This design comes from an exercise in tuning for small area, a short achievable clock period and few clock cycles per item on the open sky130 flow, not from production work.
The RTL was checked by simulation tests, not by an equivalence proof against the original design.
Power and IR drop assume default switching activity.

== green ==
Design multiplier, start of the top module:
module multiplier(
  output [63:0] prod,
  output busy,
  input [31:0] mc,
  input [31:0] mp,
  input clk,
  input rst,
  input start);
==> flow/config.mk <==
export PLATFORM = sky130hd
export DESIGN_NAME = multiplier
export DESIGN_NICKNAME = multiplier
export VERILOG_FILES = /design/flow/design.v
export SDC_FILE = /design/flow/constraint.sdc
export NUM_CORES = 4
export LEC_CHECK = 0
export CAP_MARGIN = 20
export CORE_MARGIN = 2
export CORE_UTILIZATION = 55
export SETUP_SLACK_MARGIN = 0.15
export SLEW_MARGIN = 20
export SYNTH_HIERARCHICAL = 1
export SYNTH_MINIMUM_KEEP_SIZE = 0
==> flow/constraint.sdc <==
create_clock -name core_clock -period 4.0 [get_ports {clk}]
set_input_delay 0.8000 -clock core_clock [delete_from_list [all_inputs] [get_ports {clk}]]
set_output_delay 0.8000 -clock core_clock [all_outputs]
set_load 0.01 [all_outputs]
standard.sh (not shown) runs the stock make flow with config.mk's settings and CLKGATE_MAP_FILE= SYNTH_SCRIPT=/design/flow/synth_recipe.tcl, a recipe that flattens the netlist after the stock synthesis.
==> flow/flow/run.sh <==
#!/bin/bash
# Layout flow: the standard flow (standard synthesis and ORFS steps), except
# that the port buffers inserted before global placement are buf_2 cells
# instead of the delay-cell buffers ORFS picks by default. Every input and
# output port still gets its own buffer.
set -euo pipefail
export BUFFER_PORTS_ARGS="-buffer_cell sky130_fd_sc_hd__buf_2"
bash standard.sh finish > standard_flow.log 2>&1
Testbench counts of green, summed over its fixed seeds: cycles 9,600, items 3,200.
For purple, these inputs were changed with respect to green:
- swapping 0.15 for 0.1 in SETUP_SLACK_MARGIN
- putting TNS_END_PERCENT at 40 where nothing was set
- putting CTS_BUF_LIST at sky130_fd_sc_hd__clkbuf_8 where nothing was set
[summary]
purple has completed all stages; timing, DRC and antenna checks passed. Number of clock buffers in the layout: green and purple compared, higher one is green. purple: via density per instance is 0.34% lower than what green reported. Going from green to purple, area growth from synthesis to final layout now smaller, sequential power level, shortest period the worst path allows now larger. Summary of purple over green: HPWL after detailed placement lost about 1.8%; design area lost 2.0%; final setup violation count neither gained nor lost much; global-route total usage across every layer lost 0.85 points; area taken by flip-flops and latches neither gained nor lost much. The wire length on met2 of purple falls short of that of green by 1000 µm.

* * *

multiplier again, from the RTL that the note above started with.
export LEC_CHECK = 0
export CAP_MARGIN = 20
export CORE_MARGIN = 2
export CORE_UTILIZATION = 55
export CTS_BUF_LIST = sky130_fd_sc_hd__clkbuf_8
export SETUP_SLACK_MARGIN = 0.15
export SLEW_MARGIN = 20
export SYNTH_HIERARCHICAL = 1
export SYNTH_MINIMUM_KEEP_SIZE = 0
create_clock -name core_clock -period 4.0 [get_ports {clk}]
Scripts as last shown in full above: flow/flow/run.sh
The baseline completed with no timing, DRC or antenna violations.
Testbench counts at the start, summed over its fixed seeds: cycles 9,600, items 3,200.
Next try:
CORE_UTILIZATION = 50   (was 55)
CTS_BUF_LIST = not set   (was sky130_fd_sc_hd__clkbuf_8)
SETUP_SLACK_MARGIN = 0.05   (was 0.15)
Effect: Wire length stays flat; synthesized cell count does not change; total power falls slightly; non-clock buffer count came out lower by 7; sequential share of layout area is about the same; flip-flop and latch count does not change.
Next try:
CORE_UTILIZATION = 40   (was 50)
SETUP_SLACK_MARGIN = 0.1   (was 0.05)
The changed run went through all stages and came out clean.
Final area is higher by 2.1%.
Wire length is higher by 3.3%.
Setup slack loses 0.032 ns.
First-iteration DRC count is lower by 15%.
Clock-buffer cell count is higher by 1.
Sequential cell count is unchanged.
Next try:
CORE_UTILIZATION = 55   (was 40)
CTS_BUF_LIST = sky130_fd_sc_hd__clkbuf_8   (was not set)
TNS_END_PERCENT = 10   (was not set)
- routed wire length drops by 0.60%
- clock-buffer cell count drops by 1
- setup slack degrades by 0.040 ns
- first-iteration DRC count climbs by 2.7%
- fmax drops by 1.0%
- core utilization climbs by 16 points
- via count drops by 0.42%
- register-to-register slack degrades by 0.04 ns
- design area drops by 2.8%
- hold slack degrades by 0.011 ns
- die area drops by 27%

* * *

Starting RTL as in the previous note.
==> flow/config.mk <==
export PLATFORM = sky130hd
export DESIGN_NAME = multiplier
export DESIGN_NICKNAME = multiplier
export VERILOG_FILES = /design/flow/design.v
export SDC_FILE = /design/flow/constraint.sdc
export NUM_CORES = 4
export LEC_CHECK = 0
export CAP_MARGIN = 20
export CORE_MARGIN = 2
export CORE_UTILIZATION = 55
export CTS_BUF_LIST = sky130_fd_sc_hd__clkbuf_8
export SETUP_SLACK_MARGIN = 0.1
export SLEW_MARGIN = 20
export SYNTH_HIERARCHICAL = 1
export SYNTH_MINIMUM_KEEP_SIZE = 0
==> flow/constraint.sdc <==
create_clock -name core_clock -period 4.0 [get_ports {clk}]
set_input_delay 0.8000 -clock core_clock [delete_from_list [all_inputs] [get_ports {clk}]]
set_output_delay 0.8000 -clock core_clock [all_outputs]
set_load 0.01 [all_outputs]
Scripts as last shown in full above: flow/flow/run.sh
Testbench counts at the start, summed over its fixed seeds: cycles 9,600, items 3,200.
Next try:
- CORE_UTILIZATION: 55 -> 40
- CTS_BUF_LIST: sky130_fd_sc_hd__clkbuf_8 -> not set
- SETUP_SLACK_MARGIN: 0.1 -> 0.05
Cell area goes up by 1.4%. Via count goes down by 1.1%. Count of clock-buffer cells in the layout goes up by 1. Fmax goes down by 2.2%. Non-clock buffer count goes down by 16.

* * *

Starting RTL as in the previous note.
Settings: LEC_CHECK=0, CAP_MARGIN=20, CORE_MARGIN=2, CORE_UTILIZATION=55, SETUP_SLACK_MARGIN=0.1, SLEW_MARGIN=20, SYNTH_HIERARCHICAL=1, SYNTH_MINIMUM_KEEP_SIZE=0; clock period 4.0 ns.
Scripts as last shown in full above: flow/flow/run.sh
Testbench counts at the start, summed over its fixed seeds: cycles 9,600, items 3,200.
==> next run, changes <==
Settings changed: SETUP_SLACK_MARGIN 0.1 to 0.05.
The changed run finished with timing, DRC and antenna clean; wire length goes up slightly; non-clock buffer count goes down by 12; clock power goes up by a few percent; cell area hardly moves; sequential share of layout area is about the same.
==> next run, changes <==
Settings changed: CORE_UTILIZATION 55 to 60, SETUP_SLACK_MARGIN 0.05 to 0.1.
Outcome: Worst hold slack is better by 0.0075 ns; register-to-register slack barely changes; flip-flop and latch count is unchanged; core utilization rose by 7.0 points; synthesized cell count stays the same; power is higher by 1.4%; clock-buffer cell count came out higher by 1; critical path depth does not change; wire length grows by 0.83%; setup slack is about the same.
==> next run, changes <==
Settings changed: CORE_UTILIZATION 60 to 50.
After rerunning: The new run completed with no timing, DRC or antenna violations. First-iteration DRC count decreases by 21%. Cell area barely changes. Power increases by about 0.7%. Final cell count increases by about 2.6%. Maximum frequency increases by 0.72%. Via count decreases by 2.9%. Register-to-register slack improved by 0.03 ns. Clock skew decreases by 0.0084 ns. Worst setup slack improved by 0.028 ns.

## what the ideal ports hide
How much do the figures lean on ideal ports? The routed layouts below were timed once more, with nothing changed but the port constraints.
Step 1 assumes that a clkbuf_16 drives the clock port and a buf_2 every other input.
Step 2 adds t to the input delays and takes it off the output delays; t is the mean of the earliest and latest rising clock arrival at the registers after step 1. Input paths then give back, and output paths get back, about the clock's delay inside the block.
a / b / c = no drivers / after step 1 / after step 2; a / b = the first two.
run	t (ns)	setup WS [ns]	clock arrival spread, ns	cell pins on the clock port's net
green	0.488	0.202 / 0.174 / -0.215	0.015 / 0.014	1
purple	0.532	0.161 / 0.130 / -0.220	0.027 / 0.027	1
the first run of note 2	0.522	0.185 / 0.138 / -0.223	0.021 / 0.020	1
the second run of note 2	0.511	0.142 / 0.091 / -0.248	0.017 / 0.018	1
the third run of note 2	0.513	0.111 / 0.058 / -0.291	0.015 / 0.016	1
the fourth run of note 2	0.556	0.070 / 0.070 / -0.328	0.019 / 0.018	1
the first run of note 3	0.532	0.158 / 0.158 / -0.259	0.023 / 0.023	1
the second run of note 3	0.526	0.070 / 0.018 / -0.305	0.018 / 0.019	1
the first run of note 4	0.495	0.148 / 0.148 / -0.236	0.016 / 0.016	1
the second run of note 4	0.502	0.122 / 0.122 / -0.216	0.018 / 0.017	1
the third run of note 4	0.492	0.122 / 0.122 / -0.333	0.019 / 0.018	1
the fourth run of note 4	0.510	0.150 / 0.142 / -0.229	0.010 / 0.010	1
With both steps, setup timing fails in every run listed, where it was met with ideal ports. For the third run of note 4, which loses most, drivers alone change the setup slack by 0.000 ns; drivers and shift together by -0.455 ns.
